What follows belongs to an exercise in optimizing a design on an open flow for small area; a production flow would make more cautious choices.
In this exercise RTL edits were held to simulation tests only and were not proved equivalent to the original.
Power and IR drop assume default switching activity.

`flow/config.mk`:
```
export PLATFORM = sky130hd
export DESIGN_NAME = golife
export DESIGN_NICKNAME = golife
export VERILOG_FILES = /design/flow/design.v
export SDC_FILE = /design/flow/constraint.sdc
export NUM_CORES = 4
export LEC_CHECK = 0
export CAP_MARGIN = 20
export CORE_MARGIN = 2
export CORE_UTILIZATION = 60
export SLEW_MARGIN = 20
export SYNTH_HIERARCHICAL = 1
```
`flow/constraint.sdc`:
```
create_clock -name core_clock -period 5.0 [get_ports {clk}]
set_input_delay 1.0000 -clock core_clock [delete_from_list [all_inputs] [get_ports {clk}]]
set_output_delay 1.0000 -clock core_clock [all_outputs]
set_load 0.01 [all_outputs]
```
`flow/design.v`:
```
module golife #(
	parameter SIDEWIDTH = 16
)(
	input  wire clk,
	input  wire rst,
	input  wire load,
	input  wire run,
	input  wire [SIDEWIDTH-1:0][SIDEWIDTH-1:0] ingrid,
	output reg  [SIDEWIDTH-1:0][SIDEWIDTH-1:0] grid
);
    localparam N = SIDEWIDTH;
    wire ld  = ~rst & load;
    wire hd  = ~rst & ~load & ~run;
    wire rnn = rst | load | ~run;
    wire [N-1:0][N-1:0] h0, h1;
    wire [N/2-1:0][N-1:0] t0, t1, be, de;
    genvar i, j;
    generate
        for (i = 0; i < N; i = i + 1) begin: row
            for (j = 0; j < N; j = j + 1) begin: col
                gl_fa u_h3(.a(grid[i][(j+N-1)%N]), .b(grid[i][j]), .c(grid[i][(j+1)%N]),
                           .s(h0[i][j]), .co(h1[i][j]));
            end
        end
        for (i = 0; i < N/2; i = i + 1) begin: prow
            for (j = 0; j < N; j = j + 1) begin: pcol
                gl_pair u_t(.a0(h0[2*i][j]), .a1(h1[2*i][j]), .b0(h0[2*i+1][j]), .b1(h1[2*i+1][j]),
                            .rnn(rnn), .t0(t0[i][j]), .t1(t1[i][j]), .be(be[i][j]), .de(de[i][j]));
            end
        end
        for (i = 0; i < N; i = i + 1) begin: crow
            for (j = 0; j < N; j = j + 1) begin: ccol
                localparam P = i / 2;
                localparam O = (i % 2 == 0) ? (i + N - 1) % N : (i + 1) % N;
                wire d;
                gl_next u_n(.t0(t0[P][j]), .t1(t1[P][j]), .be(be[P][j]), .de(de[P][j]),
                            .h0(h0[O][j]), .h1(h1[O][j]), .g(grid[i][j]), .in(ingrid[i][j]),
                            .ld(ld), .hd(hd), .d(d));
                always @(posedge clk) grid[i][j] <= d;
            end
        end
    endgenerate
endmodule
module gl_fa(input wire a, input wire b, input wire c, output wire s, output wire co);
    assign s = a ^ b ^ c;
    assign co = (a & b) | (a & c) | (b & c);
endmodule
module gl_ha(input wire a, input wire b, output wire s, output wire co);
    assign s = a ^ b;
    assign co = a & b;
endmodule
module gl_pair(input wire a0, input wire a1, input wire b0, input wire b1, input wire rnn,
               output wire t0, output wire t1, output wire be, output wire de);
    wire cy, t2;
    gl_ha u_ha(.a(a0), .b(b0), .s(t0), .co(cy));
    gl_fa u_fa(.a(a1), .b(b1), .c(cy), .s(t1), .co(t2));
    assign be = ~(rnn | t2);
    assign de = ~(rnn | t0 | ~(t1 ^ t2));
endmodule
module gl_next(input wire t0, input wire t1, input wire be, input wire de,
               input wire h0, input wire h1, input wire g, input wire in,
               input wire ld, input wire hd, output wire d);
    wire new_n12, new_n13, new_n14, new_n15, new_n16, new_n17;
    gl_g_xor2 g0(.A(t1), .B(h1), .X(new_n12));
    gl_g_nor3b g1(.A(h0), .B(new_n12), .C_N(de), .Y(new_n13));
    gl_g_o21ai g2(.A1(hd), .A2(new_n13), .B1(g), .Y(new_n14));
    gl_g_nand2 g3(.A(in), .B(ld), .Y(new_n15));
    gl_g_nand3b g4(.A_N(g), .B(h0), .C(t0), .Y(new_n16));
    gl_g_o2111ai g5(.A1(t0), .A2(h0), .B1(new_n12), .C1(new_n16), .D1(be), .Y(new_n17));
    gl_g_nand3 g6(.A(new_n14), .B(new_n15), .C(new_n17), .Y(d));
endmodule
module gl_g_nand2(input wire A, input wire B, output wire Y);
    assign Y = (~A) | (~B);
endmodule
module gl_g_nand3(input wire A, input wire B, input wire C, output wire Y);
    assign Y = (~A) | (~B) | (~C);
endmodule
module gl_g_nand3b(input wire A_N, input wire B, input wire C, output wire Y);
    assign Y = (A_N) | (~B) | (~C);
endmodule
module gl_g_nor3b(input wire A, input wire B, input wire C_N, output wire Y);
    assign Y = (~A&~B&C_N);
endmodule
module gl_g_o2111ai(input wire A1, input wire A2, input wire B1, input wire C1, input wire D1, output wire Y);
    assign Y = (~A1&~A2) | (~B1) | (~C1) | (~D1);
endmodule
module gl_g_o21ai(input wire A1, input wire A2, input wire B1, output wire Y);
    assign Y = (~A1&~A2) | (~B1);
endmodule
module gl_g_xor2(input wire A, input wire B, output wire X);
    assign X = (A&~B) | (~A&B);
endmodule
```
`flow/flow/run.sh`:
```
#!/bin/bash
# Own layout flow: the standard ORFS flow (standard.sh) with two changes:
#  - after synthesis, every combinational cell is set to the smallest drive strength of its
#    function (flow/downsize.sed; same cell function and pins), leaving the registers alone;
#    the resizer later upsizes wherever slew, capacitance or timing need it;
#  - the port buffers are made with sky130_fd_sc_hd__buf_1;
#  - the clock tree is built from clkbuf_4/clkbuf_8 in clusters of up to 16 registers,
#    without dummy loads.
set -euo pipefail
export BUFFER_PORTS_ARGS="-buffer_cell sky130_fd_sc_hd__buf_1"
export CTS_ARGS="-sink_clustering_enable -repair_clock_nets -buf_list {sky130_fd_sc_hd__clkbuf_4 sky130_fd_sc_hd__clkbuf_8} -sink_clustering_size 16 -sink_clustering_max_diameter 60 -dont_use_dummy_load"
R=orfs/results/sky130hd/golife/base
bash standard.sh synth > make_synth.log 2>&1
cp $R/1_2_yosys.v $R/1_2_yosys.orig.v
sed -f flow/downsize.sed $R/1_2_yosys.orig.v > $R/1_2_yosys.v
diff $R/1_2_yosys.orig.v $R/1_2_yosys.v | grep -c '^>' > downsize.log || true
bash standard.sh > make_layout.log 2>&1
```
`flow/flow/downsize.sed`:
```
s/\<sky130_fd_sc_hd__a2111o_2\>/sky130_fd_sc_hd__a2111o_1/g
s/\<sky130_fd_sc_hd__a2111o_4\>/sky130_fd_sc_hd__a2111o_1/g
s/\<sky130_fd_sc_hd__a2111oi_1\>/sky130_fd_sc_hd__a2111oi_0/g
s/\<sky130_fd_sc_hd__a2111oi_2\>/sky130_fd_sc_hd__a2111oi_0/g
s/\<sky130_fd_sc_hd__a2111oi_4\>/sky130_fd_sc_hd__a2111oi_0/g
s/\<sky130_fd_sc_hd__a211o_2\>/sky130_fd_sc_hd__a211o_1/g
s/\<sky130_fd_sc_hd__a211o_4\>/sky130_fd_sc_hd__a211o_1/g
s/\<sky130_fd_sc_hd__a211oi_2\>/sky130_fd_sc_hd__a211oi_1/g
s/\<sky130_fd_sc_hd__a211oi_4\>/sky130_fd_sc_hd__a211oi_1/g
s/\<sky130_fd_sc_hd__a21bo_4\>/sky130_fd_sc_hd__a21bo_2/g
s/\<sky130_fd_sc_hd__a21boi_2\>/sky130_fd_sc_hd__a21boi_1/g
s/\<sky130_fd_sc_hd__a21boi_4\>/sky130_fd_sc_hd__a21boi_1/g
s/\<sky130_fd_sc_hd__a21o_2\>/sky130_fd_sc_hd__a21o_1/g
s/\<sky130_fd_sc_hd__a21o_4\>/sky130_fd_sc_hd__a21o_1/g
s/\<sky130_fd_sc_hd__a21oi_2\>/sky130_fd_sc_hd__a21oi_1/g
s/\<sky130_fd_sc_hd__a21oi_4\>/sky130_fd_sc_hd__a21oi_1/g
s/\<sky130_fd_sc_hd__a221o_2\>/sky130_fd_sc_hd__a221o_1/g
s/\<sky130_fd_sc_hd__a221o_4\>/sky130_fd_sc_hd__a221o_1/g
s/\<sky130_fd_sc_hd__a221oi_2\>/sky130_fd_sc_hd__a221oi_1/g
s/\<sky130_fd_sc_hd__a221oi_4\>/sky130_fd_sc_hd__a221oi_1/g
s/\<sky130_fd_sc_hd__a22o_2\>/sky130_fd_sc_hd__a22o_1/g
s/\<sky130_fd_sc_hd__a22o_4\>/sky130_fd_sc_hd__a22o_1/g
s/\<sky130_fd_sc_hd__a22oi_2\>/sky130_fd_sc_hd__a22oi_1/g
s/\<sky130_fd_sc_hd__a22oi_4\>/sky130_fd_sc_hd__a22oi_1/g
s/\<sky130_fd_sc_hd__a2bb2o_2\>/sky130_fd_sc_hd__a2bb2o_1/g
s/\<sky130_fd_sc_hd__a2bb2o_4\>/sky130_fd_sc_hd__a2bb2o_1/g
s/\<sky130_fd_sc_hd__a2bb2oi_2\>/sky130_fd_sc_hd__a2bb2oi_1/g
s/\<sky130_fd_sc_hd__a2bb2oi_4\>/sky130_fd_sc_hd__a2bb2oi_1/g
s/\<sky130_fd_sc_hd__a311o_2\>/sky130_fd_sc_hd__a311o_1/g
s/\<sky130_fd_sc_hd__a311o_4\>/sky130_fd_sc_hd__a311o_1/g
s/\<sky130_fd_sc_hd__a311oi_2\>/sky130_fd_sc_hd__a311oi_1/g
s/\<sky130_fd_sc_hd__a311oi_4\>/sky130_fd_sc_hd__a311oi_1/g
s/\<sky130_fd_sc_hd__a31o_4\>/sky130_fd_sc_hd__a31o_2/g
s/\<sky130_fd_sc_hd__a31oi_2\>/sky130_fd_sc_hd__a31oi_1/g
s/\<sky130_fd_sc_hd__a31oi_4\>/sky130_fd_sc_hd__a31oi_1/g
s/\<sky130_fd_sc_hd__a32o_2\>/sky130_fd_sc_hd__a32o_1/g
s/\<sky130_fd_sc_hd__a32o_4\>/sky130_fd_sc_hd__a32o_1/g
s/\<sky130_fd_sc_hd__a32oi_2\>/sky130_fd_sc_hd__a32oi_1/g
s/\<sky130_fd_sc_hd__a32oi_4\>/sky130_fd_sc_hd__a32oi_1/g
s/\<sky130_fd_sc_hd__a41o_2\>/sky130_fd_sc_hd__a41o_1/g
s/\<sky130_fd_sc_hd__a41o_4\>/sky130_fd_sc_hd__a41o_1/g
s/\<sky130_fd_sc_hd__a41oi_2\>/sky130_fd_sc_hd__a41oi_1/g
s/\<sky130_fd_sc_hd__a41oi_4\>/sky130_fd_sc_hd__a41oi_1/g
s/\<sky130_fd_sc_hd__and2_2\>/sky130_fd_sc_hd__and2_1/g
s/\<sky130_fd_sc_hd__and2_4\>/sky130_fd_sc_hd__and2_1/g
s/\<sky130_fd_sc_hd__and2b_2\>/sky130_fd_sc_hd__and2b_1/g
s/\<sky130_fd_sc_hd__and2b_4\>/sky130_fd_sc_hd__and2b_1/g
s/\<sky130_fd_sc_hd__and3_2\>/sky130_fd_sc_hd__and3_1/g
s/\<sky130_fd_sc_hd__and3_4\>/sky130_fd_sc_hd__and3_1/g
s/\<sky130_fd_sc_hd__and3b_2\>/sky130_fd_sc_hd__and3b_1/g
s/\<sky130_fd_sc_hd__and3b_4\>/sky130_fd_sc_hd__and3b_1/g
s/\<sky130_fd_sc_hd__and4_2\>/sky130_fd_sc_hd__and4_1/g
s/\<sky130_fd_sc_hd__and4_4\>/sky130_fd_sc_hd__and4_1/g
s/\<sky130_fd_sc_hd__and4b_2\>/sky130_fd_sc_hd__and4b_1/g
s/\<sky130_fd_sc_hd__and4b_4\>/sky130_fd_sc_hd__and4b_1/g
s/\<sky130_fd_sc_hd__and4bb_4\>/sky130_fd_sc_hd__and4bb_2/g
s/\<sky130_fd_sc_hd__fa_2\>/sky130_fd_sc_hd__fa_1/g
s/\<sky130_fd_sc_hd__fa_4\>/sky130_fd_sc_hd__fa_1/g
s/\<sky130_fd_sc_hd__ha_2\>/sky130_fd_sc_hd__ha_1/g
s/\<sky130_fd_sc_hd__ha_4\>/sky130_fd_sc_hd__ha_1/g
s/\<sky130_fd_sc_hd__inv_12\>/sky130_fd_sc_hd__inv_2/g
s/\<sky130_fd_sc_hd__inv_16\>/sky130_fd_sc_hd__inv_2/g
s/\<sky130_fd_sc_hd__inv_4\>/sky130_fd_sc_hd__inv_2/g
s/\<sky130_fd_sc_hd__inv_6\>/sky130_fd_sc_hd__inv_2/g
s/\<sky130_fd_sc_hd__inv_8\>/sky130_fd_sc_hd__inv_2/g
s/\<sky130_fd_sc_hd__maj3_2\>/sky130_fd_sc_hd__maj3_1/g
s/\<sky130_fd_sc_hd__maj3_4\>/sky130_fd_sc_hd__maj3_1/g
s/\<sky130_fd_sc_hd__mux2_4\>/sky130_fd_sc_hd__mux2_2/g
s/\<sky130_fd_sc_hd__mux2_8\>/sky130_fd_sc_hd__mux2_2/g
s/\<sky130_fd_sc_hd__mux2i_2\>/sky130_fd_sc_hd__mux2i_1/g
s/\<sky130_fd_sc_hd__mux2i_4\>/sky130_fd_sc_hd__mux2i_1/g
s/\<sky130_fd_sc_hd__mux4_1\>/sky130_fd_sc_hd__mux4_2/g
s/\<sky130_fd_sc_hd__mux4_4\>/sky130_fd_sc_hd__mux4_2/g
s/\<sky130_fd_sc_hd__nand2_2\>/sky130_fd_sc_hd__nand2_1/g
s/\<sky130_fd_sc_hd__nand2_4\>/sky130_fd_sc_hd__nand2_1/g
s/\<sky130_fd_sc_hd__nand2_8\>/sky130_fd_sc_hd__nand2_1/g
s/\<sky130_fd_sc_hd__nand2b_2\>/sky130_fd_sc_hd__nand2b_1/g
s/\<sky130_fd_sc_hd__nand2b_4\>/sky130_fd_sc_hd__nand2b_1/g
s/\<sky130_fd_sc_hd__nand3_2\>/sky130_fd_sc_hd__nand3_1/g
s/\<sky130_fd_sc_hd__nand3_4\>/sky130_fd_sc_hd__nand3_1/g
s/\<sky130_fd_sc_hd__nand3b_2\>/sky130_fd_sc_hd__nand3b_1/g
s/\<sky130_fd_sc_hd__nand3b_4\>/sky130_fd_sc_hd__nand3b_1/g
s/\<sky130_fd_sc_hd__nand4_2\>/sky130_fd_sc_hd__nand4_1/g
s/\<sky130_fd_sc_hd__nand4_4\>/sky130_fd_sc_hd__nand4_1/g
s/\<sky130_fd_sc_hd__nand4b_2\>/sky130_fd_sc_hd__nand4b_1/g
s/\<sky130_fd_sc_hd__nand4b_4\>/sky130_fd_sc_hd__nand4b_1/g
s/\<sky130_fd_sc_hd__nand4bb_2\>/sky130_fd_sc_hd__nand4bb_1/g
s/\<sky130_fd_sc_hd__nand4bb_4\>/sky130_fd_sc_hd__nand4bb_1/g
s/\<sky130_fd_sc_hd__nor2_2\>/sky130_fd_sc_hd__nor2_1/g
s/\<sky130_fd_sc_hd__nor2_4\>/sky130_fd_sc_hd__nor2_1/g
s/\<sky130_fd_sc_hd__nor2_8\>/sky130_fd_sc_hd__nor2_1/g
s/\<sky130_fd_sc_hd__nor2b_2\>/sky130_fd_sc_hd__nor2b_1/g
s/\<sky130_fd_sc_hd__nor2b_4\>/sky130_fd_sc_hd__nor2b_1/g
s/\<sky130_fd_sc_hd__nor3_2\>/sky130_fd_sc_hd__nor3_1/g
s/\<sky130_fd_sc_hd__nor3_4\>/sky130_fd_sc_hd__nor3_1/g
s/\<sky130_fd_sc_hd__nor3b_2\>/sky130_fd_sc_hd__nor3b_1/g
s/\<sky130_fd_sc_hd__nor3b_4\>/sky130_fd_sc_hd__nor3b_1/g
s/\<sky130_fd_sc_hd__nor4_2\>/sky130_fd_sc_hd__nor4_1/g
s/\<sky130_fd_sc_hd__nor4_4\>/sky130_fd_sc_hd__nor4_1/g
s/\<sky130_fd_sc_hd__nor4b_2\>/sky130_fd_sc_hd__nor4b_1/g
s/\<sky130_fd_sc_hd__nor4b_4\>/sky130_fd_sc_hd__nor4b_1/g
s/\<sky130_fd_sc_hd__nor4bb_2\>/sky130_fd_sc_hd__nor4bb_1/g
s/\<sky130_fd_sc_hd__nor4bb_4\>/sky130_fd_sc_hd__nor4bb_1/g
s/\<sky130_fd_sc_hd__o2111a_2\>/sky130_fd_sc_hd__o2111a_1/g
s/\<sky130_fd_sc_hd__o2111a_4\>/sky130_fd_sc_hd__o2111a_1/g
s/\<sky130_fd_sc_hd__o2111ai_2\>/sky130_fd_sc_hd__o2111ai_1/g
s/\<sky130_fd_sc_hd__o2111ai_4\>/sky130_fd_sc_hd__o2111ai_1/g
s/\<sky130_fd_sc_hd__o211a_4\>/sky130_fd_sc_hd__o211a_2/g
s/\<sky130_fd_sc_hd__o211ai_2\>/sky130_fd_sc_hd__o211ai_1/g
s/\<sky130_fd_sc_hd__o211ai_4\>/sky130_fd_sc_hd__o211ai_1/g
s/\<sky130_fd_sc_hd__o21a_2\>/sky130_fd_sc_hd__o21a_1/g
s/\<sky130_fd_sc_hd__o21a_4\>/sky130_fd_sc_hd__o21a_1/g
s/\<sky130_fd_sc_hd__o21ai_2\>/sky130_fd_sc_hd__o21ai_1/g
s/\<sky130_fd_sc_hd__o21ai_4\>/sky130_fd_sc_hd__o21ai_1/g
s/\<sky130_fd_sc_hd__o21ba_4\>/sky130_fd_sc_hd__o21ba_2/g
s/\<sky130_fd_sc_hd__o21bai_2\>/sky130_fd_sc_hd__o21bai_1/g
s/\<sky130_fd_sc_hd__o21bai_4\>/sky130_fd_sc_hd__o21bai_1/g
s/\<sky130_fd_sc_hd__o221a_4\>/sky130_fd_sc_hd__o221a_2/g
s/\<sky130_fd_sc_hd__o221ai_2\>/sky130_fd_sc_hd__o221ai_1/g
s/\<sky130_fd_sc_hd__o221ai_4\>/sky130_fd_sc_hd__o221ai_1/g
s/\<sky130_fd_sc_hd__o22a_2\>/sky130_fd_sc_hd__o22a_1/g
s/\<sky130_fd_sc_hd__o22a_4\>/sky130_fd_sc_hd__o22a_1/g
s/\<sky130_fd_sc_hd__o22ai_2\>/sky130_fd_sc_hd__o22ai_1/g
s/\<sky130_fd_sc_hd__o22ai_4\>/sky130_fd_sc_hd__o22ai_1/g
s/\<sky130_fd_sc_hd__o2bb2a_2\>/sky130_fd_sc_hd__o2bb2a_1/g
s/\<sky130_fd_sc_hd__o2bb2a_4\>/sky130_fd_sc_hd__o2bb2a_1/g
s/\<sky130_fd_sc_hd__o2bb2ai_2\>/sky130_fd_sc_hd__o2bb2ai_1/g
s/\<sky130_fd_sc_hd__o2bb2ai_4\>/sky130_fd_sc_hd__o2bb2ai_1/g
s/\<sky130_fd_sc_hd__o311a_2\>/sky130_fd_sc_hd__o311a_1/g
s/\<sky130_fd_sc_hd__o311a_4\>/sky130_fd_sc_hd__o311a_1/g
s/\<sky130_fd_sc_hd__o311ai_2\>/sky130_fd_sc_hd__o311ai_1/g
s/\<sky130_fd_sc_hd__o311ai_4\>/sky130_fd_sc_hd__o311ai_1/g
s/\<sky130_fd_sc_hd__o31a_2\>/sky130_fd_sc_hd__o31a_1/g
s/\<sky130_fd_sc_hd__o31a_4\>/sky130_fd_sc_hd__o31a_1/g
s/\<sky130_fd_sc_hd__o31ai_2\>/sky130_fd_sc_hd__o31ai_1/g
s/\<sky130_fd_sc_hd__o31ai_4\>/sky130_fd_sc_hd__o31ai_1/g
s/\<sky130_fd_sc_hd__o32a_2\>/sky130_fd_sc_hd__o32a_1/g
s/\<sky130_fd_sc_hd__o32a_4\>/sky130_fd_sc_hd__o32a_1/g
s/\<sky130_fd_sc_hd__o32ai_2\>/sky130_fd_sc_hd__o32ai_1/g
s/\<sky130_fd_sc_hd__o32ai_4\>/sky130_fd_sc_hd__o32ai_1/g
s/\<sky130_fd_sc_hd__o41a_2\>/sky130_fd_sc_hd__o41a_1/g
s/\<sky130_fd_sc_hd__o41a_4\>/sky130_fd_sc_hd__o41a_1/g
s/\<sky130_fd_sc_hd__o41ai_2\>/sky130_fd_sc_hd__o41ai_1/g
s/\<sky130_fd_sc_hd__o41ai_4\>/sky130_fd_sc_hd__o41ai_1/g
s/\<sky130_fd_sc_hd__or2_4\>/sky130_fd_sc_hd__or2_2/g
s/\<sky130_fd_sc_hd__or2b_2\>/sky130_fd_sc_hd__or2b_1/g
s/\<sky130_fd_sc_hd__or2b_4\>/sky130_fd_sc_hd__or2b_1/g
s/\<sky130_fd_sc_hd__or3_2\>/sky130_fd_sc_hd__or3_1/g
s/\<sky130_fd_sc_hd__or3_4\>/sky130_fd_sc_hd__or3_1/g
s/\<sky130_fd_sc_hd__or3b_4\>/sky130_fd_sc_hd__or3b_2/g
s/\<sky130_fd_sc_hd__or4_2\>/sky130_fd_sc_hd__or4_1/g
s/\<sky130_fd_sc_hd__or4_4\>/sky130_fd_sc_hd__or4_1/g
s/\<sky130_fd_sc_hd__or4b_4\>/sky130_fd_sc_hd__or4b_2/g
s/\<sky130_fd_sc_hd__or4bb_2\>/sky130_fd_sc_hd__or4bb_1/g
s/\<sky130_fd_sc_hd__or4bb_4\>/sky130_fd_sc_hd__or4bb_1/g
s/\<sky130_fd_sc_hd__xnor2_2\>/sky130_fd_sc_hd__xnor2_1/g
s/\<sky130_fd_sc_hd__xnor2_4\>/sky130_fd_sc_hd__xnor2_1/g
s/\<sky130_fd_sc_hd__xnor3_2\>/sky130_fd_sc_hd__xnor3_1/g
s/\<sky130_fd_sc_hd__xnor3_4\>/sky130_fd_sc_hd__xnor3_1/g
s/\<sky130_fd_sc_hd__xor2_2\>/sky130_fd_sc_hd__xor2_1/g
s/\<sky130_fd_sc_hd__xor2_4\>/sky130_fd_sc_hd__xor2_1/g
s/\<sky130_fd_sc_hd__xor3_2\>/sky130_fd_sc_hd__xor3_1/g
s/\<sky130_fd_sc_hd__xor3_4\>/sky130_fd_sc_hd__xor3_1/g
```
`flow/standard.sh`:
```
#!/bin/bash
# synth_recipe.tcl (not shown) runs the flow's synth.tcl, then flattens the netlist and writes it again
# the make line also repeats each setting of config.mk as NAME=value (left out here)
make -C /OpenROAD-flow-scripts/flow DESIGN_CONFIG=/design/flow/config.mk WORK_HOME=/design/flow/orfs CLKGATE_MAP_FILE= SYNTH_SCRIPT=/design/flow/synth_recipe.tcl "${@:-finish}"
```
==> impl_metrics.ini, run 1 <==
[timing]
timing.final.crit_share = 0.585
setup_viol = 0
hold_violations = 0
rsz0062_at_grt = no
finalClockSkew_ps = 39.0
slew_violations = 0
max_freq_mhz = 342
slew_headroom = 0.362
post-route-min-period_ps = 2920
worstMarginPinSlew_ps = 957

[hold_path]
min_to = grid[194]
whs_path_depth = 3
worstHoldStart = ingrid[194]
hp-class = in -> reg

[critical_path]
arrival_ps = 3500
path_delay_family = adder cells
cpMaxStageDelayCell = dfxtp_1
max_stage_delay_ps = 650
cp_common_cell = fa_1
critPathLaunch = grid[168]
crit_chain = fa_1, ha_1, fa_1, xnor2_1, nor3_1, nor3b_1, o21ai_1, nand3_1
crit_type = reg -> reg
worstPathMaxFanout = 6
reg2reg_to = grid[183]
worst-path-stages = 8
crit_buf_inv = 0
reg2reg_depth = 8
r2r_start = grid[168]
worstSetupEndpointType = register
critPathLaunchType = register
critPathRequiredTime_ps = 5570
r2r_slack_ps = 2080

[layout]
top_regs = grid (256)
fin_cells = 4126
largest_reg_flops = 256
drive_gt1_frac = 0.0157
post-route-util = 0.685
max_flop_register = grid
syn_to_final_growth_pct = 12.2
finalNetCount = 4288

[floorplanning]
die_area_um2 = 49300
pin_count = 516
fp.dieH_um = 222
initial_core_util = 0.610
die_w_um = 222
coreArea_um2 = 46800
fp-row-count = 79

[global_routing]
antenna_found_initial = 5
grtUsageTotal = 0.409
grt_max_degree = 153
grt_pass1_wl_mm = 158
grt_pass1_vias = 27654
gr-total-overflow = 0

[detailed_routing]
drtAntennaViolNets = 0
wl_per_cell_um = 24.7
drc_errors = 0
first_pass_iters = 5
avgViaCountPerCell = 6.78
wl_mm = 102
drtIter0Drc = 2897
vias = 27955

[cts]
ctsResizeCount = 0
cts-root-buf = clkbuf_8
cts_tree = built
cts_buffers = 40
post_cts_buffers = 0
postCtsHoldBufs = 0
clkTransAtPathRegs_ps = 70
insertion_delay_ps = 650
clockBufferDepth = 3
htree_levels = 2
clock-sinks = 256

[place]
hpwl_mm = 81.1
routabilityCongestion = 0.970
port-buffer-count = 515
placedCellCount = 4081

[synthesis]
synth_area_per_cell_um2 = 9.68
syn_inst = 2947
yosys_warnings = 7
syn_area_um2 = 28500
synth_nets = 3719

[run_status]
status = timing/DRC/antenna clean

[pwr]
p_total_mw = 12.1
peakVddDrop_uv = 284
pwr_density_cell_nw_per_um2 = 378
leakage_nw = 13.6

[run]
max-cap-violations = 0
[stage by stage]
| stage | setup slack (ps) | setup TNS (ps) | cell area, um2 | hold slack (ps) |
|---|---|---|---|---|
| after detailed placement | 1980 | 0 | 31400 | 627 |
| after global routing | 1890 | 0 | 32000 | 554 |
| after global placement | 2100 | 0 | 31400 | 616 |
| after CTS | 2140 | 0 | 32000 | 524 |
| final | 2080 | 0 | 32000 | 546 |
| after floorplan | -890 | -226700 | 28500 | 612 |
[final cells by class]
type / instances / area [um2]
multi-input combinational: 2691 / 23400
fill: 3839 / 14800
sequential: 256 / 5120
timing repair buffer: 527 / 2140
tap: 607 / 759
clock buffer: 40 / 551
antenna: 5 / 12.5
[power by group]
| part | internal [mW] | switching, mW |
|---|---|---|
| sequential | 2.29 | 0.761 |
| combinational | 2.97 | 4.42 |
| clock | 0.709 | 0.930 |
| total | 5.97 | 6.11 |
[worst reg2reg max path, stage by stage (launching register included)]
cell and delay (ps):
dfxtp_1 650, fa_1 600, ha_1 260, fa_1 520
xnor2_1 160, nor3_1 210, nor3b_1 260, o21ai_1 110
nand3_1 100
[layer usage]
layer / part of all wire / GRT usage
met1: 0.40 / 0.554
met2: 0.46 / 0.633
met3: 0.11 / 0.0971
met4: 0.038 / 0.161
met5: 0 / 0
[layout by cell type, fill, tap and decap left out, drive strengths merged]
master	n
xnor2	128
nand2	256
fa	384
nand3b	256
nor2	128
or3b	1
ha	128
dfxtp	256
nand3	256
o2111ai	256
and2b	1
clkbuf	40
buf	527
xor2	256
o21ai	256
nor3	129
nor3b	256
diode	5
[worst max path at each step]
stage / endpoint
final: grid[183]
after floorplan: grid[100]
after CTS: grid[239]
after detailed placement: grid[81]
after global placement: grid[178]
after global routing: grid[223]
==> run 2: changes to the inputs <==
--- a/flow/flow/run.sh
+++ b/flow/flow/run.sh
@@ -10,3 +10,3 @@
 export BUFFER_PORTS_ARGS="-buffer_cell sky130_fd_sc_hd__buf_1"
-export CTS_ARGS="-sink_clustering_enable -repair_clock_nets -buf_list {sky130_fd_sc_hd__clkbuf_4 sky130_fd_sc_hd__clkbuf_8} -sink_clustering_size 16 -sink_clustering_max_diameter 60 -dont_use_dummy_load"
+export CTS_ARGS="-sink_clustering_enable -repair_clock_nets -buf_list {sky130_fd_sc_hd__clkbuf_8} -sink_clustering_size 12 -sink_clustering_max_diameter 80 -dont_use_dummy_load"
 R=orfs/results/sky130hd/golife/base
==> run 2 against run 1 <==
- sequential share of layout area up 0.081 points
- sequential cell count unchanged
- synthesized area unchanged
- clock skew down 2.3 ps
- design area down 0.50%
- register-to-register slack worse by 20 ps
- setup slack worse by 20 ps
- largest cell class unchanged
- largest power group unchanged
- highest routed layer unchanged
==> impl_metrics.ini, run 2 <==
[place]
routabilityCongestion = 0.970
port-buffer-count = 515
hpwl_mm = 81.1
placed_cell_area_um2 = 31400
placedCellCount = 4081

[detailed_routing]
drtIter0Drc = 3104
wl_mm = 101
avgViaCountPerCell = 6.78
vias = 27921
first_pass_iters = 5
drtAntennaViolNets = 0
wl_per_cell_um = 24.6
drc_errors = 0

[cts]
clock-sinks = 256
post_cts_buffers = 0
clockBufferDepth = 3
clkTransAtPathRegs_ps = 100
ctsResizeCount = 0
cts_tree = built
htree_levels = 1
cts-root-buf = clkbuf_8
cts_buffers = 28
insertion_delay_ps = 660
postCtsHoldBufs = 0

[layout]
max_flop_register = grid
layout_commonest_cell = buf_1
top_regs = grid (256)
largest_reg_flops = 256
layout_common_cells = buf_1, fa_1
drive_gt1_frac = 0.0123
finalNetCount = 4276
design_area_um2 = 31800
fin_cells = 4116
syn_to_final_growth_pct = 11.6

[global_routing]
grt_max_degree = 153
grt_pass1_vias = 27622
grtUsageTotal = 0.404
grt_pass1_wl_mm = 157
gr-total-overflow = 0
antenna_found_initial = 6

[floorplanning]
pin_count = 516
fp.dieH_um = 222
coreArea_um2 = 46800
initial_core_util = 0.610
fp-row-count = 79
die_w_um = 222
die_area_um2 = 49300

[synthesis]
syn_inst = 2947
synth_nets = 3719
synth_area_per_cell_um2 = 9.68
yosys_warnings = 7
syn_area_um2 = 28500

[run]
max-cap-violations = 0

[critical_path]
worstPathMaxFanout = 6
worstSetupEndpointType = register
critPathRequiredTime_ps = 5600
r2r_slack_ps = 2060
critPathLaunchType = register
crit_type = reg -> reg
arrival_ps = 3540

[pwr]
pwr-share-comb = 0.626
leakage_nw = 13.5
pwr_density_cell_nw_per_um2 = 370
power_switching_mw = 6.05
share_seq_of_total_power = 0.258
power_frac_clock = 0.116
peakVddDrop_uv = 229
p_int_mw = 5.75
p_total_mw = 11.8
swShare = 0.513

[run_status]
status = timing/DRC/antenna clean

[timing]
timing.final.crit_share = 0.589
post-route-min-period_ps = 2940
hold_violations = 0
rsz0062_at_grt = no
slew_violations = 0
max_freq_mhz = 340
worstMarginPinSlew_ps = 988
setup_viol = 0
slew_headroom = 0.341
finalClockSkew_ps = 36.7

[hold_path]
hp-class = in -> reg
## run 2: cell types whose count changed in the layout (fill, tap and decap cells not counted), sizes merged
cell,change
clkbuf,-12
diode,+2
## run 2: worst paths after layout
| path | from | to | depth (start not counted) |
|---|---|---|---|
| max reg2reg | grid[145] | grid[130] | 8 |
| min | ingrid[185] | grid[185] | 3 |
| max | grid[145] | grid[130] | 8 |
| min reg2reg | grid[21] | grid[21] | 2 |
## run 2: critical path, stage by stage, from the launching register on
cell,delay [ps]
dfxtp_1,670
fa_1,570
ha_1,240
fa_1,520
xnor2_1,160
nor3_1,200
nor3b_1,310
o21ai_1,110
nand3_1,110
## run 2: layout make-up
class / instances / area [um2]
flip-flops and latches: 256 / 5120
well taps: 607 / 759
clock buffers: 28 / 385
fillers: 3869 / 14900
repair buffers: 527 / 2140
diodes: 7 / 17.5
multi-input cells: 2691 / 23400
## run 2: metrics by stage
stage	setup WS, ps	setup TNS (ps)	hold WS, ps	util
2_1_floorplan	-890	-226700	612	-
3_3_place_gp	2100	0	616	0.672
3_5_place_dp	1980	0	627	0.672
4_1_cts	2140	0	491	0.681
5_1_grt	1890	0	545	0.681
6_report	2060	0	531	0.681
## run 2: power groups by stage
stage | Combinational (mW) | Sequential, mW | Clock [mW]
3_3_place_gp | 6.75 | 3.07 | 0
3_5_place_dp | 7.16 | 3.08 | 0
4_1_cts | 7.20 | 3.03 | 1.38
2_1_floorplan | 5.41 | 2.90 | 0
6_report | 7.39 | 3.04 | 1.37
5_1_grt | 8.09 | 3.09 | 1.43
## run 2: routing by layer
metal	vias up	global-route usage	part of all wire
met1	13773	0.554	0.40
met3	247	0.0838	0.10
met5	-	0	0
li1	12255	-	-
met2	1646	0.634	0.46
met4	0	0.151	0.040
==> run 3: changes to the inputs <==
--- a/flow/flow/run.sh
+++ b/flow/flow/run.sh
@@ -10,3 +10,3 @@
 export BUFFER_PORTS_ARGS="-buffer_cell sky130_fd_sc_hd__buf_1"
-export CTS_ARGS="-sink_clustering_enable -repair_clock_nets -buf_list {sky130_fd_sc_hd__clkbuf_8} -sink_clustering_size 12 -sink_clustering_max_diameter 80 -dont_use_dummy_load"
+export CTS_ARGS="-sink_clustering_enable -repair_clock_nets -buf_list {sky130_fd_sc_hd__clkbuf_16} -sink_clustering_size 24 -sink_clustering_max_diameter 80 -dont_use_dummy_load"
 R=orfs/results/sky130hd/golife/base
==> run 3 against run 2 <==
- hold slack better by 62 ps
- largest power group unchanged
- via count hardly changed
- utilization increased by 0.57 points
- routed wire length about the same
- sequential cell count did not move
- critical endpoint unchanged
- critical path type unchanged
==> impl_metrics.ini, run 3 <==
[timing]
worstMarginPinSlew_ps = 1040
setup_viol = 0
slew_headroom = 0.310
slew_violations = 0
setup_tns_ps = 0
post-route-min-period_ps = 2910
hold_violations = 0
max_freq_mhz = 343
timing.final.crit_share = 0.582
rsz0062_at_grt = no
finalClockSkew_ps = 37.8

[critical_path]
reg2reg_to = grid[130]
critPathRequiredTime_ps = 5540
critPathLaunchType = register
worstSetupEndpointType = register
r2r_start = grid[145]
critPathLaunch = grid[145]
worstPathMaxFanout = 6
arrival_ps = 3450
r2r_slack_ps = 2090
cp-endpoint = grid[130]
reg2reg_depth = 8
crit_type = reg -> reg

[detailed_routing]
vias = 27897
avgViaCountPerCell = 6.78
wl_per_cell_um = 24.7
drc_errors = 0
first_pass_iters = 5
drtIter0Drc = 2965
wl_mm = 101
drtAntennaViolNets = 0

[hold_path]
whs_path_depth = 3
hp-class = in -> reg
worstHoldStart = ingrid[194]

[floorplanning]
initial_core_util = 0.610
die_w_um = 222
die_area_um2 = 49300
fp.dieH_um = 222
pin_count = 516
fp-row-count = 79
coreArea_um2 = 46800

[pwr]
pwr_density_cell_nw_per_um2 = 382
peakVddDrop_uv = 312
leakage_nw = 13.7

[cts]
ctsResizeCount = 0
post_cts_buffers = 0
clockBufferDepth = 3
postCtsHoldBufs = 0
clkTransAtPathRegs_ps = 80
cts_buffers = 26
htree_levels = 1
insertion_delay_ps = 590
clock-sinks = 256
cts_tree = built
cts-root-buf = clkbuf_16

[layout]
max_flop_register = grid
post-route-util = 0.687
fin_cells = 4114
finalNetCount = 4274
layout_commonest_cell = buf_1
drive_gt1_frac = 0.0117
largest_reg_flops = 256
multi_input_area_um2 = 23400
top_regs = grid (256)
syn_to_final_growth_pct = 12.5
layout_common_cells = buf_1, fa_1
seq_area_um2 = 5120
n_fill_cell = 3820

[global_routing]
grt_pass1_vias = 27595
grtUsageTotal = 0.406
grt_pass1_wl_mm = 158
antenna_found_initial = 7
grt_max_degree = 153
gr-total-overflow = 0

[place]
placedCellCount = 4081
routabilityCongestion = 0.970
port-buffer-count = 515
hpwl_mm = 81.1

[synthesis]
yosys_warnings = 7
syn_area_um2 = 28500
synth_area_per_cell_um2 = 9.68
syn_inst = 2947
synth_nets = 3719

[run]
max-cap-violations = 0

[run_status]
status = timing/DRC/antenna clean
run 3: changes by cell type in the layout (fill, tap and decap cells not counted), sizes merged:
| cell | change |
|---|---|
| clkbuf | -2 |
run 3: per-layer routing:
layer | part of all wire | vias up | track usage | wire [um]
met1 | 0.40 | 13819 | 0.557 | 40500
met3 | 0.10 | 243 | 0.0791 | 10300
met5 | 0 | - | 0 | 0
met4 | 0.042 | 0 | 0.163 | 4310
li1 | - | 12247 | - | -
met2 | 0.46 | 1588 | 0.635 | 46400
run 3: power by group:
group	total [mW]	leakage, nW	internal, mW	switching (mW)
combinational	7.39	11.2	2.97	4.42
clock	1.83	0.320	0.909	0.925
sequential	3.04	2.11	2.29	0.758
run 3: layout make-up:
| cell class | count | area share |
|---|---|---|
| multi-input cells | 2691 | 0.729 |
| flip-flops and latches | 256 | 0.160 |
| repair buffers | 527 | 0.0665 |
| well taps | 607 | 0.0237 |
| clock buffers | 26 | 0.0203 |
| diodes | 7 | 0.000546 |
run 3: worst min-delay path by stage:
stage	to	slack [ps]
floorplan	grid[100]	610
global placement	grid[20]	620
detailed placement	grid[21]	630
CTS	grid[54]	580
global route	grid[54]	610
finish	grid[194]	590
run 3: per-stage QoR:
| step | area, um2 | hold slack [ps] | power, mW | worst slack (ps) |
|---|---|---|---|---|
| finish | 32100 | 593 | 12.3 | 2090 |
| global route | 32100 | 615 | 13.1 | 1880 |
| CTS | 32100 | 581 | 12.1 | 2140 |
| detailed placement | 31400 | 627 | 10.2 | 1980 |
| global placement | 31400 | 616 | 9.81 | 2100 |
| floorplan | 28500 | 612 | 8.32 | -890 |
run 3: critical path, cell delays in order, from the launching register on:
cell and delay [ps]:
dfxtp_1 640, fa_1 570, ha_1 250, fa_1 510, xnor2_1 160, nor3_1 200
nor3b_1 320, o21ai_1 110, nand3_1 110
==> run 4: changes to the inputs <==
--- a/flow/flow/run.sh
+++ b/flow/flow/run.sh
@@ -5,8 +5,5 @@
 #    the resizer later upsizes wherever slew, capacitance or timing need it;
-#  - the port buffers are made with sky130_fd_sc_hd__buf_1;
-#  - the clock tree is built from clkbuf_4/clkbuf_8 in clusters of up to 16 registers,
-#    without dummy loads.
+#  - the port buffers are made with sky130_fd_sc_hd__buf_1.
 set -euo pipefail
 export BUFFER_PORTS_ARGS="-buffer_cell sky130_fd_sc_hd__buf_1"
-export CTS_ARGS="-sink_clustering_enable -repair_clock_nets -buf_list {sky130_fd_sc_hd__clkbuf_16} -sink_clustering_size 24 -sink_clustering_max_diameter 80 -dont_use_dummy_load"
 R=orfs/results/sky130hd/golife/base
==> run 4 against run 3 <==
- non-clock buffer count is the same
- combinational power is essentially flat
- register-to-register slack lost 90 ps
- synthesized cell count is the same
- sequential power is essentially flat
- critical path type unchanged
- critical endpoint is now grid[159]
==> impl_metrics.ini, run 4 <==
[run_status]
status = timing/DRC/antenna clean

[synthesis]
yosys_warnings = 7
synth_area_per_cell_um2 = 9.68
syn_inst = 2947
syn_area_um2 = 28500
synth_nets = 3719

[floorplanning]
die_area_um2 = 49300
die_w_um = 222
initial_core_util = 0.610
fp-row-count = 79
pin_count = 516
coreArea_um2 = 46800
fp.dieH_um = 222

[place]
routabilityCongestion = 0.970
placedCellCount = 4081
hpwl_mm = 81.1
placed_cell_area_um2 = 31400
port-buffer-count = 515
place_ws_ps = 1980

[critical_path]
reg2reg_to = grid[159]
worstPathMaxFanout = 6
critPathRequiredTime_ps = 5490
crit_type = reg -> reg
critPathLaunchType = register
critPathLaunch = grid[144]
r2r_start = grid[144]
worstSetupEndpointType = register
reg2reg_depth = 8
r2r_slack_ps = 2000
cp-endpoint = grid[159]
arrival_ps = 3490

[layout]
syn_to_final_growth_pct = 14.1
largest_reg_flops = 256
finalNetCount = 4283
multi_input_area_um2 = 23400
drive_gt1_frac = 0.0195
layout_commonest_cell = buf_1
seq_area_um2 = 5120
fin_cells = 4149
max_flop_register = grid
post-route-util = 0.696
design_area_um2 = 32600
top_regs = grid (256)
n_fill_cell = 3738
layout_common_cells = buf_1, fa_1

[detailed_routing]
wl_per_cell_um = 24.6
drtAntennaViolNets = 0
avgViaCountPerCell = 6.77
wl_mm = 102
drtIter0Drc = 3109
first_pass_iters = 8
vias = 28087
drc_errors = 0

[timing]
timing.final.crit_share = 0.600
setup_viol = 0
setup_tns_ps = 0
finalClockSkew_ps = 30.1
hold_violations = 0
rsz0062_at_grt = no
max_freq_mhz = 333
slew_headroom = 0.233
finalWorstSetupSlack_ps = 2000
worstMarginPinSlew_ps = 1150
post-route-min-period_ps = 3000
slew_violations = 0
fin_hold_ws_ps = 617

[cts]
post_cts_buffers = 0
cts_buffers = 35
insertion_delay_ps = 580
clock-sinks = 256
postCtsHoldBufs = 0
clockBufferDepth = 3
cts_tree = built
htree_levels = 2
clkTransAtPathRegs_ps = 70
ctsResizeCount = 0
cts-root-buf = clkbuf_16

[pwr]
pwr_density_cell_nw_per_um2 = 399
leakage_nw = 13.9
p_total_mw = 13.0
peakVddDrop_uv = 242

[run]
max-cap-violations = 0

[hold_path]
hp-class = in -> reg
whs_path_depth = 3

[global_routing]
grtUsageTotal = 0.410
grt_max_degree = 153
antenna_found_initial = 6
gr-total-overflow = 0
grt_pass1_wl_mm = 159
grt_pass1_vias = 27813
run 4: final cells by class:
type / instances / area share
antenna: 7 / 0.000538
multi-input combinational: 2691 / 0.719
tap: 607 / 0.0233
clock buffer: 48 / 0.0306
clock inverter: 13 / 0.00330
sequential: 256 / 0.157
timing repair buffer: 527 / 0.0656
run 4: report_power, final:
| group | internal [mW] | switching (mW) | leakage [nW] |
|---|---|---|---|
| Combinational | 2.98 | 4.43 | 11.2 |
| Sequential | 2.29 | 0.761 | 2.11 |
| Clock | 1.45 | 1.10 | 0.549 |
run 4: how the worst min path moves through the flow:
stage                            from   endpoint
after floorplan             grid[100]  grid[100]
after global placement       grid[20]   grid[20]
after detailed placement     grid[21]   grid[21]
after CTS                 ingrid[186]  grid[186]
after global routing      ingrid[186]  grid[186]
final                     ingrid[194]  grid[194]
run 4: routing by layer:
layer / vias to the layer above / share of wire / track usage
li1: 12287 / - / -
met1: 13886 / 0.40 / 0.562
met2: 1643 / 0.45 / 0.637
met3: 271 / 0.11 / 0.0831
met4: 0 / 0.042 / 0.170
met5: - / 0 / 0
run 4: worst max-delay path: stages, from the launching register on:
cell and delay (ps):
dfxtp_1 650, fa_1 570, ha_1 220, fa_1 520, xnor2_1 160, nor3_1 220
nor3b_1 320, o21ai_1 140, nand3_1 130
==> run 5: changes to the inputs <==
==> flow/design.v (replaced) <==
module golife #(
	parameter SIDEWIDTH = 16
)(
	input  wire clk,
	input  wire rst,
	input  wire load,
	input  wire run,
	input  wire [SIDEWIDTH-1:0][SIDEWIDTH-1:0] ingrid,
	output reg  [SIDEWIDTH-1:0][SIDEWIDTH-1:0] grid
);
    localparam N = SIDEWIDTH;
    wire ld  = ~rst & load;
    wire hd  = ~rst & ~load & ~run;
    wire rnn = rst | load | ~run;
    wire [N-1:0][N-1:0] h0, h1;
    wire [N/2-1:0][N-1:0] t0, t1, t2, q;
    genvar i, j;
    generate
        for (i = 0; i < N; i = i + 1) begin: row
            for (j = 0; j < N; j = j + 1) begin: col
                gl_fa u_h3(.a(grid[i][(j+N-1)%N]), .b(grid[i][j]), .c(grid[i][(j+1)%N]),
                           .s(h0[i][j]), .co(h1[i][j]));
            end
        end
        for (i = 0; i < N/2; i = i + 1) begin: prow
            for (j = 0; j < N; j = j + 1) begin: pcol
                gl_pair u_t(.a0(h0[2*i][j]), .a1(h1[2*i][j]), .b0(h0[2*i+1][j]), .b1(h1[2*i+1][j]),
                            .rnn(rnn), .t0(t0[i][j]), .t1(t1[i][j]), .t2(t2[i][j]), .q(q[i][j]));
            end
        end
        for (i = 0; i < N; i = i + 1) begin: crow
            for (j = 0; j < N; j = j + 1) begin: ccol
                localparam P = i / 2;
                localparam O = (i % 2 == 0) ? (i + N - 1) % N : (i + 1) % N;
                wire d;
                gl_next u_n(.t0(t0[P][j]), .t1(t1[P][j]), .t2(t2[P][j]), .rnn(rnn), .q(q[P][j]),
                            .h0(h0[O][j]), .h1(h1[O][j]), .g(grid[i][j]), .in(ingrid[i][j]),
                            .ld(ld), .hd(hd), .d(d));
                always @(posedge clk) grid[i][j] <= d;
            end
        end
    endgenerate
endmodule
module gl_fa(input wire a, input wire b, input wire c, output wire s, output wire co);
    assign s = a ^ b ^ c;
    assign co = (a & b) | (a & c) | (b & c);
endmodule
module gl_ha(input wire a, input wire b, output wire s, output wire co);
    assign s = a ^ b;
    assign co = a & b;
endmodule
module gl_pair(input wire a0, input wire a1, input wire b0, input wire b1, input wire rnn,
               output wire t0, output wire t1, output wire t2, output wire q);
    wire cy;
    gl_ha u_ha(.a(a0), .b(b0), .s(t0), .co(cy));
    gl_fa u_fa(.a(a1), .b(b1), .c(cy), .s(t1), .co(t2));
    gl_pairq u_q(.t1(t1), .t2(t2), .rnn(rnn), .q(q));
endmodule
module gl_next(input wire t0, input wire t1, input wire t2, input wire rnn, input wire q, input wire h0, input wire h1, input wire g, input wire in, input wire ld, input wire hd, output wire d);
    wire new_n29, new_n30, new_n31, new_n32, new_n33, new_n34, new_n35, new_n36;
    gl_g_nor2 g12(.A(t0), .B(h0), .Y(new_n29));
    gl_g_xor2 g13(.A(t1), .B(h1), .X(new_n30));
    gl_g_nor4 g14(.A(t0), .B(h0), .C(q), .D(new_n30), .Y(new_n31));
    gl_g_o21ai g15(.A1(hd), .A2(new_n31), .B1(g), .Y(new_n32));
    gl_g_nand2 g16(.A(t0), .B(h0), .Y(new_n33));
    gl_g_o21ai g17(.A1(g), .A2(new_n33), .B1(new_n30), .Y(new_n34));
    gl_g_nor4 g18(.A(t2), .B(rnn), .C(new_n29), .D(new_n34), .Y(new_n35));
    gl_g_a21oi g19(.A1(ld), .A2(in), .B1(new_n35), .Y(new_n36));
    gl_g_nand2 g20(.A(new_n32), .B(new_n36), .Y(d));
endmodule
module gl_pairq(input wire t1, input wire t2, input wire rnn, output wire q);
    wire new_n17;
    gl_g_a21oi g00(.A1(t1), .A2(t2), .B1(rnn), .Y(new_n17));
    gl_g_o21ai g01(.A1(t1), .A2(t2), .B1(new_n17), .Y(q));
endmodule
module gl_g_a21oi(input wire A1, input wire A2, input wire B1, output wire Y);
    assign Y = (~A1&~B1) | (~A2&~B1);
endmodule
module gl_g_nand2(input wire A, input wire B, output wire Y);
    assign Y = (~A) | (~B);
endmodule
module gl_g_nor2(input wire A, input wire B, output wire Y);
    assign Y = (~A&~B);
endmodule
module gl_g_nor4(input wire A, input wire B, input wire C, input wire D, output wire Y);
    assign Y = (~A&~B&~C&~D);
endmodule
module gl_g_o21ai(input wire A1, input wire A2, input wire B1, output wire Y);
    assign Y = (~A1&~A2) | (~B1);
endmodule
module gl_g_xor2(input wire A, input wire B, output wire X);
    assign X = (A&~B) | (~A&B);
endmodule
--- a/flow/flow/run.sh
+++ b/flow/flow/run.sh
@@ -1,3 +1,3 @@
 #!/bin/bash
-# Own layout flow: the standard ORFS flow (standard.sh) with two changes:
+# Own layout flow: the standard ORFS flow (standard.sh) with these changes:
 #  - after synthesis, every combinational cell is set to the smallest drive strength of its
@@ -5,5 +5,8 @@
 #    the resizer later upsizes wherever slew, capacitance or timing need it;
-#  - the port buffers are made with sky130_fd_sc_hd__buf_1.
+#  - the port buffers are made with sky130_fd_sc_hd__buf_1;
+#  - the clock tree is built from clkbuf_8 in clusters of up to 12 registers,
+#    without dummy loads.
 set -euo pipefail
 export BUFFER_PORTS_ARGS="-buffer_cell sky130_fd_sc_hd__buf_1"
+export CTS_ARGS="-sink_clustering_enable -repair_clock_nets -buf_list {sky130_fd_sc_hd__clkbuf_8} -sink_clustering_size 12 -sink_clustering_max_diameter 80 -dont_use_dummy_load"
 R=orfs/results/sky130hd/golife/base
--- a/flow/config.mk
+++ b/flow/config.mk
@@ -7,6 +7,6 @@
 export LEC_CHECK = 0
-export CAP_MARGIN = 20
+export CAP_MARGIN = 0
 export CORE_MARGIN = 2
 export CORE_UTILIZATION = 60
-export SLEW_MARGIN = 20
+export SLEW_MARGIN = 0
 export SYNTH_HIERARCHICAL = 1
==> run 5 against run 4 <==
- still clean on timing, DRC and antenna
- sequential cell count is the same
- first-iteration DRC count grew 38%
- critical path depth is the same
- die area shrank 2.2%
- setup slack lost 60 ps
- final cell count grew 8.7%
- via count grew 10%
- largest cell class unchanged
==> impl_metrics.ini, run 5 <==
[pwr]
p_int_mw = 6.03
peakVddDrop_uv = 248
swShare = 0.539
p_total_mw = 13.1
leakage_nw = 13.9
pwr-share-comb = 0.657
share_seq_of_total_power = 0.237
power_frac_clock = 0.106
power_switching_mw = 7.04
pwr_density_cell_nw_per_um2 = 418

[critical_path]
crit_buf_inv = 0
arrival_ps = 3650
cpMaxStageDelayCell = dfxtp_1
worstSetupEndpointType = register
critPathLaunchType = register
path_delay_family = adder cells
worst-path-stages = 8
max_stage_delay_ps = 630
reg2reg_depth = 8
crit_chain = fa_1, ha_1, fa_1, xor2_1, o21ai_1, nor4_1, a21oi_1, nand2_1
crit_type = reg -> reg
worstPathMaxFanout = 6
cp_common_cell = fa_1
critPathRequiredTime_ps = 5590

[cts]
clockBufferDepth = 3
clkTransAtPathRegs_ps = 110
post_cts_buffers = 0
insertion_delay_ps = 680
ctsResizeCount = 0
postCtsHoldBufs = 0
htree_levels = 1
cts_tree = built
clock-sinks = 256
cts-root-buf = clkbuf_8
cts_buffers = 29

[layout]
syn_to_final_growth_pct = 12.0
top_regs = grid (256)
layout_common_cells = o21ai_1, buf_1, nor4_1, nand2_1
layout_commonest_cell = o21ai_1
drive_gt1_frac = 0.0118
largest_reg_flops = 256
finalNetCount = 4663
max_flop_register = grid

[detailed_routing]
avgViaCountPerCell = 6.85
wl_per_cell_um = 23.7
drtIter0Drc = 4302
first_pass_iters = 6
vias = 30897
drc_errors = 0
drtAntennaViolNets = 0
wl_mm = 107

[timing]
setup_tns_ps = 0
fin_hold_ws_ps = 520
post-route-min-period_ps = 3060
slew_headroom = 0.309
setup_viol = 0
slew_violations = 0
timing.final.crit_share = 0.612
finalClockSkew_ps = 42.1
worstMarginPinSlew_ps = 1030
hold_violations = 0
rsz0062_at_grt = no
max_freq_mhz = 327

[place]
routabilityCongestion = 1.01
hpwl_mm = 83.4
port-buffer-count = 515

[global_routing]
grt_pass1_vias = 29028
grt_max_degree = 115
grtUsageTotal = 0.431
gr-total-overflow = 0
antenna_found_initial = 24
grt_pass1_wl_mm = 162

[hold_path]
hp-class = in -> reg
whs_path_depth = 3

[run]
max-cap-violations = 0

[synthesis]
syn_inst = 3331
synth_area_per_cell_um2 = 8.37
yosys_warnings = 7
synth_nets = 4103
syn_area_um2 = 27900

[run_status]
status = timing/DRC/antenna clean

[floorplanning]
pin_count = 516
coreArea_um2 = 45700
die_w_um = 220
initial_core_util = 0.611
fp-row-count = 78
die_area_um2 = 48200
fp.dieH_um = 220
[run 5: path summary, 6_finish.rpt]
path         slack (ps)   endpoint        start
min                 520  grid[176]  ingrid[176]
max reg2reg        1940  grid[201]    grid[202]
min reg2reg         620   grid[54]     grid[54]
max                1940  grid[201]    grid[202]
[run 5: stage by stage]
stage	utilization	cell area [um2]	instances	worst slack (ps)
after global placement	0.674	30800	4460	2020
after CTS	0.683	31200	4489	2060
final	0.684	31200	4510	1940
after detailed placement	0.674	30800	4460	1910
after floorplan	-	27900	3331	-834
after global routing	0.684	31200	4503	1910
[run 5: layout make-up]
cell class                      instances  area [um2]
Multi-Input combinational cell       3075       22800
Fill cell                            3779       14400
Sequential cell                       256        5120
Timing Repair Buffer                  529        2140
Tap cell                              600         751
Clock buffer                           29         399
Antenna cell                           21        52.6
[run 5: metal layers]
| metal | part of all wire | wire (um) | up-vias | global-route usage |
|---|---|---|---|---|
| li1 | - | - | 13609 | - |
| met1 | 0.37 | 40000 | 14659 | 0.571 |
| met3 | 0.13 | 13600 | 397 | 0.109 |
| met2 | 0.44 | 47500 | 2218 | 0.671 |
| met4 | 0.053 | 5690 | 14 | 0.192 |
| met5 | 0.00084 | 90 | - | 0 |
[run 5: worst register-to-register path: stages (launching register included)]
cell and delay [ps]:
dfxtp_1 630, fa_1 590, ha_1 250, fa_1 590, xor2_1 240, o21ai_1 130, nor4_1 370, a21oi_1 80
nand2_1 90
[run 5: power by group through the flow]
stage               sequential, mW  clock (mW)  combinational, mW
finish                        3.10        1.38               8.59
global route                  3.15        1.46               9.45
CTS                           3.08        1.39               8.31
detailed placement            3.13           0               8.25
global placement              3.11           0               7.74
floorplan                     2.94           0               6.31
==> run 6: changes to the inputs <==
--- a/flow/config.mk
+++ b/flow/config.mk
@@ -7,6 +7,6 @@
 export LEC_CHECK = 0
-export CAP_MARGIN = 0
+export CAP_MARGIN = 20
 export CORE_MARGIN = 2
 export CORE_UTILIZATION = 60
-export SLEW_MARGIN = 0
+export SLEW_MARGIN = 20
 export SYNTH_HIERARCHICAL = 1
==> run 6 against run 5 <==
- largest cell class unchanged
- setup slack did not move
- critical endpoint unchanged
- non-clock buffer count did not move
- clock skew did not move
- first-iteration DRC count did not move
- power did not move
- synthesized area did not move
- global-route usage did not move
- critical path type unchanged
- via count did not move
==> impl_metrics.ini, run 6 <==
[run_status]
status = timing/DRC/antenna clean

[global_routing]
grt_pass1_wl_mm = 162
grt_pass1_vias = 29028
antenna_found_initial = 24
grtUsageTotal = 0.431
gr-total-overflow = 0
grt_max_degree = 115

[detailed_routing]
vias = 30897
drtAntennaViolNets = 0
drtIter0Drc = 4302
wl_per_cell_um = 23.7
wl_mm = 107
avgViaCountPerCell = 6.85
first_pass_iters = 6
drc_errors = 0

[critical_path]
worstSetupEndpointType = register
max_stage_delay_ps = 630
arrival_ps = 3650
critPathLaunch = grid[202]
r2r_slack_ps = 1940
reg2reg_depth = 8
cpMaxStageDelayCell = dfxtp_1
critPathLaunchType = register
crit_chain = fa_1, ha_1, fa_1, xor2_1, o21ai_1, nor4_1, a21oi_1, nand2_1
crit_buf_inv = 0
critPathRequiredTime_ps = 5590
path_delay_family = adder cells
reg2reg_to = grid[201]
crit_type = reg -> reg
r2r_start = grid[202]
worstPathMaxFanout = 6
cp_common_cell = fa_1

[timing]
post-route-min-period_ps = 3060
max_freq_mhz = 327
finalClockSkew_ps = 42.1
slew_headroom = 0.309
rsz0062_at_grt = no
setup_viol = 0
worstMarginPinSlew_ps = 1030
timing.final.crit_share = 0.612
slew_violations = 0
hold_violations = 0

[synthesis]
yosys_warnings = 7
synth_nets = 4103
syn_area_um2 = 27900
synth_area_per_cell_um2 = 8.37
syn_inst = 3331

[place]
placed_cell_area_um2 = 30800
port-buffer-count = 515
routabilityCongestion = 1.01
hpwl_mm = 83.4

[floorplanning]
coreArea_um2 = 45700
initial_core_util = 0.611
fp-row-count = 78
die_w_um = 220
pin_count = 516
die_area_um2 = 48200
fp.dieH_um = 220

[hold_path]
worstHoldStart = ingrid[176]
min_to = grid[176]
whs_path_depth = 3
hp-class = in -> reg

[layout]
layout_commonest_cell = o21ai_1
max_flop_register = grid
top_regs = grid (256)
syn_to_final_growth_pct = 12.0
post-route-util = 0.684
finalNetCount = 4663
n_fill_cell = 3779
largest_reg_flops = 256
design_area_um2 = 31200
layout_common_cells = o21ai_1, buf_1, nor4_1, nand2_1
drive_gt1_frac = 0.0118
multi_input_area_um2 = 22800
seq_area_um2 = 5120

[cts]
post_cts_buffers = 0
insertion_delay_ps = 680
cts_tree = built
postCtsHoldBufs = 0
clkTransAtPathRegs_ps = 110
htree_levels = 1
ctsResizeCount = 0
clockBufferDepth = 3
clock-sinks = 256
cts_buffers = 29
cts-root-buf = clkbuf_8

[run]
max-cap-violations = 0

[pwr]
leakage_nw = 13.9
peakVddDrop_uv = 248
pwr_density_cell_nw_per_um2 = 418
==> run 6: worst reg2reg max path, stage by stage (launching register included) <==
cell	delay, ps
dfxtp_1	630
fa_1	590
ha_1	250
fa_1	590
xor2_1	240
o21ai_1	130
nor4_1	370
a21oi_1	80
nand2_1	90
==> run 6: metal layers <==
metal	global-route usage	vias to the layer above	wire, um
met5	0	-	90
met4	0.192	14	5690
met3	0.109	397	13600
met2	0.671	2218	47500
met1	0.571	14659	40000
li1	-	13609	-
==> run 6: layout make-up <==
cell class | count | area share
well taps | 600 | 0.0240
diodes | 21 | 0.00168
repair buffers | 529 | 0.0684
clock buffers | 29 | 0.0128
multi-input cells | 3075 | 0.729
flip-flops and latches | 256 | 0.164
==> run 6: report_power, final <==
group | switching [mW] | total [mW] | internal [mW]
clock network | 0.872 | 1.38 | 0.512
registers | 0.809 | 3.10 | 2.29
logic | 5.36 | 8.59 | 3.23
total | 7.04 | 13.1 | 6.03
==> run 6: metrics by stage <==
step	TNS [ps]	power (mW)	hold WS, ps	instances	setup slack [ps]
after floorplan	-208480	9.25	589	3331	-834
after global placement	0	10.8	592	4460	2020
after detailed placement	0	11.4	598	4460	1910
after CTS	0	12.8	494	4489	2060
after global routing	0	14.1	533	4503	1910
final	0	13.1	520	4510	1940
==> run 6: worst max path at each step <==
stage	end	depth (start not counted)
after floorplan	grid[100]	3
after global placement	grid[168]	8
after detailed placement	grid[37]	8
after CTS	grid[201]	8
after global routing	grid[199]	8
final	grid[201]	8
==> run 7: changes to the inputs <==
--- a/flow/flow/run.sh
+++ b/flow/flow/run.sh
@@ -10,3 +10,3 @@
 export BUFFER_PORTS_ARGS="-buffer_cell sky130_fd_sc_hd__buf_1"
-export CTS_ARGS="-sink_clustering_enable -repair_clock_nets -buf_list {sky130_fd_sc_hd__clkbuf_8} -sink_clustering_size 12 -sink_clustering_max_diameter 80 -dont_use_dummy_load"
+export CTS_ARGS="-sink_clustering_enable -repair_clock_nets -buf_list {sky130_fd_sc_hd__clkbuf_4} -sink_clustering_size 7 -sink_clustering_max_diameter 50 -dont_use_dummy_load"
 R=orfs/results/sky130hd/golife/base
==> run 7 against run 6 <==
- power is 0.34% lower
- largest power group unchanged
- final cell count is 0.60% higher
- register-to-register slack improved by 60 ps
- clock-buffer cell count increased by 21
- hold slack got worse by 210 ps
- non-clock buffer count unchanged
- setup slack improved by 58 ps
==> impl_metrics.ini, run 7 <==
[timing]
rsz0062_at_grt = no
max_freq_mhz = 333
post-route-min-period_ps = 3000
slew_headroom = 0.276
setup_viol = 0
finalClockSkew_ps = 73.4
hold_violations = 0
slew_violations = 0
finalWorstSetupSlack_ps = 2000
worstMarginPinSlew_ps = 1080
timing.final.crit_share = 0.600

[layout]
layout_common_cells = o21ai_1, buf_1, nor4_1, nand2_1
syn_to_final_growth_pct = 12.0
max_flop_register = grid
top_regs = grid (256)
drive_gt1_frac = 0.0171
largest_reg_flops = 256
seq_area_um2 = 5120
layout_commonest_cell = o21ai_1
multi_input_area_um2 = 22800
finalNetCount = 4684
n_fill_cell = 3777
fin_cells = 4537

[floorplanning]
fp.dieH_um = 220
die_area_um2 = 48200
coreArea_um2 = 45700
die_w_um = 220
fp-row-count = 78
initial_core_util = 0.611
pin_count = 516

[run_status]
status = timing/DRC/antenna clean

[critical_path]
worstPathMaxFanout = 6
arrival_ps = 3820
path_delay_family = adder cells
worstSetupEndpointType = register
max_stage_delay_ps = 610
crit_buf_inv = 0
critPathLaunchType = register
critPathRequiredTime_ps = 5820
cpMaxStageDelayCell = dfxtp_1
crit_type = reg -> reg
cp_common_cell = fa_1
crit_chain = fa_1, ha_1, fa_1, xor2_1, o21ai_1, nor4_1, a21oi_1, nand2_1

[cts]
insertion_delay_ps = 890
cts-root-buf = clkbuf_4
cts_buffers = 50
postCtsHoldBufs = 0
clkTransAtPathRegs_ps = 90
ctsResizeCount = 0
cts_tree = built
post_cts_buffers = 0
clockBufferDepth = 3
clock-sinks = 256
htree_levels = 2

[synthesis]
syn_area_um2 = 27900
synth_area_per_cell_um2 = 8.37
yosys_warnings = 7
syn_inst = 3331
synth_nets = 4103

[pwr]
p_int_mw = 5.97
share_seq_of_total_power = 0.238
leakage_nw = 13.9
pwr_density_cell_nw_per_um2 = 417
swShare = 0.542
peakVddDrop_uv = 232
pwr-share-comb = 0.657
power_frac_clock = 0.105
power_switching_mw = 7.06

[detailed_routing]
drc_errors = 0
wl_per_cell_um = 23.6
first_pass_iters = 8
avgViaCountPerCell = 6.81
drtIter0Drc = 4187
wl_mm = 107
drtAntennaViolNets = 0
vias = 30893

[global_routing]
grt_pass1_vias = 29184
grtUsageTotal = 0.435
grt_max_degree = 115
grt_pass1_wl_mm = 162
antenna_found_initial = 24
gr-total-overflow = 0

[place]
hpwl_mm = 83.4
routabilityCongestion = 1.01
port-buffer-count = 515
placedCellCount = 4460
place_ws_ps = 1910

[run]
max-cap-violations = 0

[hold_path]
hp-class = in -> reg
==> run 7: cell types whose count changed in the layout (fill, tap and decap cells not counted) <==
cell | before | now
clkbuf_4 | 0 | 50
diode_2 | 21 | 27
clkbuf_8 | 29 | 0
==> run 7: final timing paths <==
check             depth (start not counted)         to  slack (ps)   startpoint
setup / recovery                          8   grid[37]        2000     grid[36]
hold / removal                            3  grid[142]         310  ingrid[142]
setup reg to reg                          8   grid[37]        2000     grid[36]
hold reg to reg                           2   grid[54]         610     grid[54]
==> run 7: power by group through the flow <==
stage	logic (mW)	registers [mW]	clock network (mW)
floorplan	6.31	2.94	0
finish	8.56	3.10	1.37
detailed placement	8.25	3.13	0
global route	9.44	3.15	1.46
CTS	8.30	3.08	1.37
global placement	7.74	3.11	0
==> run 7: tightest hold or removal path, stage by stage <==
cell,delay (ps)
buf_1,60
a21oi_1,60
nand2_1,50
==> run 7: final cells by class <==
| class | count | area share |
|---|---|---|
| Clock buffer | 50 | 0.0120 |
| Timing Repair Buffer | 529 | 0.0685 |
| Sequential cell | 256 | 0.164 |
| Antenna cell | 27 | 0.00216 |
| Tap cell | 600 | 0.0240 |
| Multi-Input combinational cell | 3075 | 0.729 |
==> run 7: stage by stage <==
stage	power (mW)	cell area (um2)	utilization	setup TNS, ps	hold WS (ps)
after floorplan	9.25	27900	-	-208480	589
final	13.0	31200	0.684	0	309
after detailed placement	11.4	30800	0.674	0	598
after CTS	12.8	31200	0.682	0	278
after global routing	14.0	31200	0.683	0	315
after global placement	10.8	30800	0.674	0	592
==> run 7: per-layer routing <==
layer	GRT usage	share of wire	vias to the layer above	routed length, um
met5	0	0.00070	-	75
met4	0.189	0.049	12	5250
li1	-	-	13668	-
met1	0.571	0.37	14590	39500
met2	0.672	0.45	2252	47800
met3	0.123	0.13	371	14300

## port drivers added, routing unchanged
No port has a modelled driver above. Below, the same layouts with a new extraction and two added sets of constraints.
Step 1: set_driving_cell puts a clkbuf_16 on clk and a buf_2 on each other input, an assumption about the parent block.
Step 2 adds t to the input delays and takes it off the output delays; t is the mean of the earliest and latest rising clock arrival at the registers after step 1. Input paths then give back, and output paths get back, about the clock's delay inside the block.
a / b / c = ideal ports / drivers / drivers and shift; a / b = the first two.
run | shift t [ns] | setup slack, ns | worst hold slack (ns)
run 1 | 0.685 | 2.075 / 2.075 / 1.840 | 0.546 / 0.513 / 0.637
run 2 | 0.697 | 2.055 / 2.055 / 1.892 | 0.531 / 0.499 / 0.634
run 3 | 0.642 | 2.088 / 2.088 / 1.870 | 0.593 / 0.554 / 0.635
run 4 | 0.623 | 2.001 / 2.001 / 1.810 | 0.617 / 0.580 / 0.632
run 5 | 0.716 | 1.942 / 1.942 / 1.766 | 0.520 / 0.490 / 0.616
run 6 | 0.716 | 1.942 / 1.942 / 1.766 | 0.520 / 0.490 / 0.616
run 7 | 0.909 | 1.999 / 1.999 / 1.757 | 0.309 / 0.278 / 0.607
After both steps every run listed still meets setup and hold. The setup slack of run 7, which loses most, moves by 0.000 ns with the drivers and by -0.242 ns with both steps.
